This design comes from an exercise in tuning for small area on the open sky130 flow, not from production work. Where RTL was checked, it was by simulation tests only, not by an equivalence proof against the original. The clock input has no modelled driver; a real chip could not lean on it and would need a root buffer or a full tree. No activity file was given, so power comes from the tool's default toggle rates.

==> module hitchhike_tx, before the edit <==
module hitchhike_tx(
    clock,
    input_data,
    reset,
    trigger_signal,
    RSS_EN,
    clock_out,
    output_data_rate,
    output_signal,
    ref_signal,
    signal_into_switch
);
input        clock;
input  [9:0] input_data;
input        reset;
input        trigger_signal;
output       RSS_EN;
output       clock_out;
output       output_data_rate;
output       output_signal;
output       ref_signal;
output       signal_into_switch;
reg        ref_r;
reg  [4:0] c25;
reg        clko;
wire       c49    = ref_r & c25[4] & c25[3];           
wire [4:0] c25_t  = {c25_t[3:0] & c25[3:0], ref_r};    
wire [4:0] c25_n  = c49 ? 5'd0 : c25 ^ c25_t;
always @(posedge clock or negedge reset) begin
    if (!reset) begin
        ref_r <= 1'b0;
        c25   <= 5'd0;
        clko  <= 1'b0;
    end else begin
        ref_r <= ~ref_r;
        c25   <= c25_n;
        clko  <= clko ^ c49;
    end
end
reg  [5:0] phase;
reg  [8:0] hi;
reg  [2:0] t;
reg  [1:0] r;
reg  [2:0] bi;
reg        os;
wire rise  = ~ref_r;
wire en    = rise & trigger_signal;
wire clr   = rise & ~trigger_signal;
wire ph_z  = ~|phase[5:1];
wire ph0   = ph_z & ~phase[0];
wire ph1   = ph_z &  phase[0];
wire ph49  = phase[5] & phase[4] & phase[0];           
wire [5:0] ph_t = {ph_t[4:0] & phase[4:0], en};
wire [5:0] phase_n = (clr | (en & ph49)) ? 6'd0 : phase ^ ph_t;
wire s_449  = hi[1] & hi[0] & ~|hi[8:5] & r[1] & (&bi);
wire s_6001 = hi[5] & hi[3] & hi[0] & t[1] & ~t[0] & (&bi);
wire s_last = (&hi[8:6]) & (&hi[2:0]) & r[1] & bi[2] & bi[0];
wire se    = en & ph0;                                 
wire sclr  = clr | (se & s_last);
wire [2:0] bi_t = {bi_t[1:0] & bi[1:0], se};
wire bi_c  = bi_t[2] & bi[2];                          
wire r_c   = bi_c & r[1];                              
wire t_c   = r_c & t[2] & ~t[1];                       
wire [8:0] hi_t = {hi_t[7:0] & hi[7:0], t_c};
wire [2:0] bi_n = sclr ? 3'd6 : bi ^ bi_t;
wire [1:0] r_n  = (sclr | r_c) ? 2'd0 : bi_c ? {r[0], ~r[0] & ~r[1]} : r;
wire [2:0] t_n  = sclr ? 3'd0 : r_c ? {t[1:0], ~t[2]} : t;
wire [8:0] hi_n = sclr ? 9'd0 : hi ^ hi_t;
wire os_set = s_449 | (os & ~s_6001);
wire os_n   = clr ? 1'b0 : (se ? os_set : os);
always @(posedge clock or negedge reset) begin
    if (!reset) begin
        phase <= 6'd0;
        hi    <= 9'd0;
        t     <= 3'd0;
        r     <= 2'd0;
        bi    <= 3'd6;
        os    <= 1'b0;
    end else begin
        phase <= phase_n;
        hi    <= hi_n;
        t     <= t_n;
        r     <= r_n;
        bi    <= bi_n;
        os    <= os_n;
    end
end
localparam [7:0] A = 8'b10010010;
reg  [7:0] p;                                          
reg  [1:0] q;                                          
wire t_0 = ~t[2] & ~t[0];
wire t_1 =  t[0] & ~t[1];
wire t_2 =  t[1] & ~t[2];
wire t_3 =  t[2] &  t[0];
wire t_4 =  t[1] & ~t[0];
wire t_5 =  t[2] & ~t[1];
wire r0  = ~r[1] & ~r[0];                              
wire [7:0] bd = 8'b1 << bi;                            
wire f0 = t_3 & ~r0 | t_4 & r0;
wire f3 = t_3 & ~r0 | t_3 & r0 & (bi > 3'd4) | t_4 & r0 & (bi < 3'd5);
wire f7 = t_3 & ~r0 | t_3 & r0 & (bi != 3'd0) | t_4 & r0 & bd[0];
wire qq = t_4 & ~r0 | t_5 & r0;
wire g0 = qq & (bd[0] | bd[4] | bd[7]);
wire g1 = qq & (bd[3] | bd[6]) | t_4 & bd[7];
wire a_row = t_1 | t_2 | t_5 & ~r0;                    
wire cst = a_row & (bd[1] | bd[4] | bd[5] | bd[7] | bd[6] & ~(t_1 & r0))
         | t_5 & r0 & (bd[1] | bd[4] | bd[5] | bd[7])
         | (t_0 | t_3) & r0 & bd[6];
wire wbit = (f0 & p[7]) ^ (f3 & p[4]) ^ (f7 & p[0]) ^ (g0 & q[0]) ^ (g1 & q[1]) ^ cst;
reg        dr;
always @(posedge clock) begin
    if (rise & ~os & ~(ph0 & s_449)) begin
        p <= input_data[7:0];
        q <= input_data[9:8];
    end else if (rise & os & ph1) begin
        p <= {p[6:0], p[7]};
    end
end
always @(posedge clock or negedge reset) begin
    if (!reset)
        dr <= 1'b0;
    else if (rise)
        dr <= os & (dr ^ (ph1 & wbit));
end
assign RSS_EN             = 1'b1;
assign ref_signal         = ref_r;
assign clock_out          = clko;
assign output_signal      = os;
assign output_data_rate   = dr;
assign signal_into_switch = os ? ~(ref_r ^ dr) : ref_r;
endmodule
==> flow/config.mk <==
export PLATFORM = sky130hd
export DESIGN_NAME = hitchhike_tx
export DESIGN_NICKNAME = hitchhike_tx
export VERILOG_FILES = /design/flow/design.v
export SDC_FILE = /design/flow/constraint.sdc
export NUM_CORES = 4
export LEC_CHECK = 0
export CAP_MARGIN = 20
export CORE_MARGIN = 2
export CORE_UTILIZATION = 40
export SLEW_MARGIN = 20
==> flow/constraint.sdc <==
create_clock -name core_clock -period 5.0 [get_ports {clock}]
set_input_delay 1.0000 -clock core_clock [delete_from_list [all_inputs] [get_ports {clock}]]
set_output_delay 1.0000 -clock core_clock [all_outputs]
set_load 0.01 [all_outputs]
standard.sh (not shown) runs the stock make flow with config.mk's settings and CLKGATE_MAP_FILE= SYNTH_SCRIPT=/design/flow/synth_recipe.tcl, a recipe that flattens the netlist after the stock synthesis.
==> flow/flow/run.sh <==
#!/bin/bash
# Layout flow: the standard flow (standard.sh) with these changes:
# - ports are buffered with buf_1 instead of the resizer's default choice;
# - clock tree synthesis inserts no dummy loads, and after it the clock tree
#   is replaced by 2 to 4 leaf buffers fed from the clock port, the smallest
#   set that keeps the flip-flops' clock-pin slew low (flow/post_cts.tcl).
# Each tool's output goes to a log_*.txt file in the work folder.
set -euo pipefail
W=$PWD
F=$W/flow
RES=$W/orfs/results/${FLOW_PLATFORM}/hitchhike_tx/base
LIB=$FLOW_HOME/platforms/${FLOW_PLATFORM}/lib/sky130_fd_sc_hd__tt_025C_1v80.lib
Y=$(command -v yosys || echo "$FLOW_HOME/../tools/install/yosys/bin/yosys")

export BUFFER_PORTS_ARGS="-buffer_cell sky130_fd_sc_hd__buf_1"
export POST_CTS_TCL="$F/post_cts.tcl"
export CLOCK_SLEW_TARGET_PS=110
export CTS_ARGS="-sink_clustering_enable -repair_clock_nets -dont_use_dummy_load -buf_list sky130_fd_sc_hd__clkbuf_8"

bash standard.sh synth > log_synth.txt 2>&1

cp "$RES/1_2_yosys.v" "$W/netlist_standard.v"
DONTUSE=$(grep -o 'cell *( *"\?sky130_fd_sc_hd__\(lpflow_[a-z0-9_]*\|probe[a-z0-9_]*\)' "$LIB" | sed 's/.*(\s*"\?//; s/^/-dont_use /' | sort -u | tr '\n' ' ')

# ABC scripts, one per line; each is tried and the smallest equivalent
# result is kept.
A="strash; dch -f; amap"
B="strash; dc2; dch -f; amap"
{
  echo "$A; $B; $A; topo"
  echo "$A; $A; $A; $A; $A; topo"
  echo "$A; $B; $A; strash; dch -f; map -a; $A; topo"
  for s in $(seq 1 28); do
    echo "strash; &get -n; &deepsyn -T 30 -S $s; &put; $A; $A; $A; topo"
  done
} > "$W/abc_scripts.txt"

remap_one() {
  local i=$1 script=$2 in=${3:-$W/netlist_standard.v}
  echo "$script" | tr ';' '\n' > "$W/abc_$i.script"
  sed -e "s#{LIB}#$LIB#g" -e "s#{IN}#$in#" -e "s#{OUT}#$W/netlist_remap_$i.v#" \
      -e "s#{TOP}#$FLOW_TOP#" -e "s#{DONTUSE}#$DONTUSE#" -e "s#{SCRIPT}#$W/abc_$i.script#" "$F/remap.ys" > "$W/remap_run_$i.ys"
  sed -e "s#{LIB}#$LIB#g" -e "s#{GOLD}#$W/netlist_standard.v#" -e "s#{GATE}#$W/netlist_remap_$i.v#" \
      -e "s#{TOP}#$FLOW_TOP#g" "$F/equiv.ys" > "$W/equiv_run_$i.ys"
  if "$Y" -l "$W/log_remap_$i.txt" -q "$W/remap_run_$i.ys" > /dev/null 2>&1 \
     && ! grep -q 'is unknown' "$W/log_remap_$i.txt" \
     && ! grep -q '^ *assign .*[&|^~]' "$W/netlist_remap_$i.v" \
     && "$Y" -l "$W/log_equiv_$i.txt" -q "$W/equiv_run_$i.ys" > /dev/null 2>&1; then
    grep 'Chip area' "$W/log_remap_$i.txt" | awk '{print $NF}' > "$W/area_$i.txt"
  fi
}

# run the scripts NUM_CORES at a time
jobs_max=${NUM_CORES:-4}
n=0
while IFS= read -r script; do
  remap_one "$n" "$script" &
  n=$((n + 1))
  if (( n % jobs_max == 0 )); then wait; fi
done < "$W/abc_scripts.txt"
wait

best=""
best_area=""
for ((i = 0; i < n; i++)); do
  if [[ -s "$W/area_$i.txt" ]]; then
    area=$(cat "$W/area_$i.txt")
    echo "script $i: area $area"
    if [[ -z "$best" ]] || awk "BEGIN{exit !($area < $best_area)}"; then
      best=$i; best_area=$area
    fi
  else
    echo "script $i: failed, left gates unmapped, or not equivalent"
  fi
done

if [[ -n "$best" ]]; then
  first=$n
  for s in $(seq 1 12); do
    remap_one "$n" "strash; &get -n; &deepsyn -T 30 -S $s; &put; $A; $A; $A; topo" "$W/netlist_remap_$best.v" &
    n=$((n + 1))
    if (( (n - first) % jobs_max == 0 )); then wait; fi
  done
  wait
  for ((i = first; i < n; i++)); do
    if [[ -s "$W/area_$i.txt" ]]; then
      area=$(cat "$W/area_$i.txt")
      echo "script $i (second round): area $area"
      if awk "BEGIN{exit !($area < $best_area)}"; then
        best=$i; best_area=$area
      fi
    else
      echo "script $i (second round): failed, left gates unmapped, or not equivalent"
    fi
  done
fi

if [[ -n "$best" ]]; then
  cp "$W/netlist_remap_$best.v" "$RES/1_2_yosys.v"
  rm -f "$RES/1_synth.odb" "$RES/1_synth.sdc"
  echo "using re-mapped netlist $best ($best_area um2)"
else
  echo "no re-mapped netlist: using the standard netlist"
fi

bash standard.sh > log_layout.txt 2>&1
Other scripts of this flow, unchanged in this note and not shown: flow/flow/equiv.ys, flow/flow/post_cts.tcl, flow/flow/rebuild_clock.tcl, flow/flow/remap.ys
Edit:
--- a/flow/design.v
+++ b/flow/design.v
@@ -106,14 +106,17 @@
 wire cst = a_row & (bd[1] | bd[4] | bd[5] | bd[7] | bd[6] & ~(t_1 & r0))
          | t_5 & r0 & (bd[1] | bd[4] | bd[5] | bd[7])
          | (t_0 | t_3) & r0 & bd[6];
-wire wbit = (f0 & p[7]) ^ (f3 & p[4]) ^ (f7 & p[0]) ^ (g0 & q[0]) ^ (g1 & q[1]) ^ cst;
+wire [2:0] bi3 = bi + 3'd3;
+wire [2:0] bim = bi - 3'd1;
+wire pa = p[~bi];                                      
+wire pb = p[~bi3];                                     
+wire pc = p[~bim];                                     
+wire wbit = (f0 & pa) ^ (f3 & pb) ^ (f7 & pc) ^ (g0 & q[0]) ^ (g1 & q[1]) ^ cst;
 reg        dr;
 always @(posedge clock) begin
     if (rise & ~os & ~(ph0 & s_449)) begin
         p <= input_data[7:0];
         q <= input_data[9:8];
-    end else if (rise & os & ph1) begin
-        p <= {p[6:0], p[7]};
     end
 end
 always @(posedge clock or negedge reset) begin
The new run completed without violations.
Die area goes up by 1.1%.
Total power came out higher by 29%.
Global-route usage rises by 1.7 points.
Worst setup slack improves by 0.16 ns.
Design area went up by 1.3%.
Hold slack gets worse by 0.0052 ns.
Area after synthesis increases by 1.1%.
Combinational power came out higher to 3.7 times its value.
Routed wire length climbs by 4.8%.
Flip-flop and latch count is unchanged.
For the second run of this note, only the layout was checked, not whether the RTL still works. In every run of this note, the design's own scripts or RTL, not TritonCTS, make the clock network.

==> separate check: timing with driven ports <==
The flow's constraints put no driver on any port. The routed layouts listed below were extracted and timed again, unchanged, in two steps.
Step 1 (the two cells are an assumption about what drives the block):
set clk [get_ports {clock}]
set_driving_cell -lib_cell sky130_fd_sc_hd__clkbuf_16 $clk
set_driving_cell -lib_cell sky130_fd_sc_hd__buf_2 [delete_from_list [all_inputs] $clk]
Step 2, shift: input delay + t, output delay - t, t = (earliest + latest rising clock arrival at the registers) / 2. This alone moves slack from input paths to output paths.
Three values: ideal, step 1, step 2; two values: the first two.
run	t, ns	slack for setup (ns)	hold WS [ns]	worst data-port slew with drivers (ns)
the first run	0.168	1.858 / 1.858 / 1.858	0.472 / 0.472 / 0.472	0.03
the second run	0.169	2.015 / 2.015 / 2.015	0.467 / 0.467 / 0.467	0.03
After both steps every run listed still meets setup and hold.
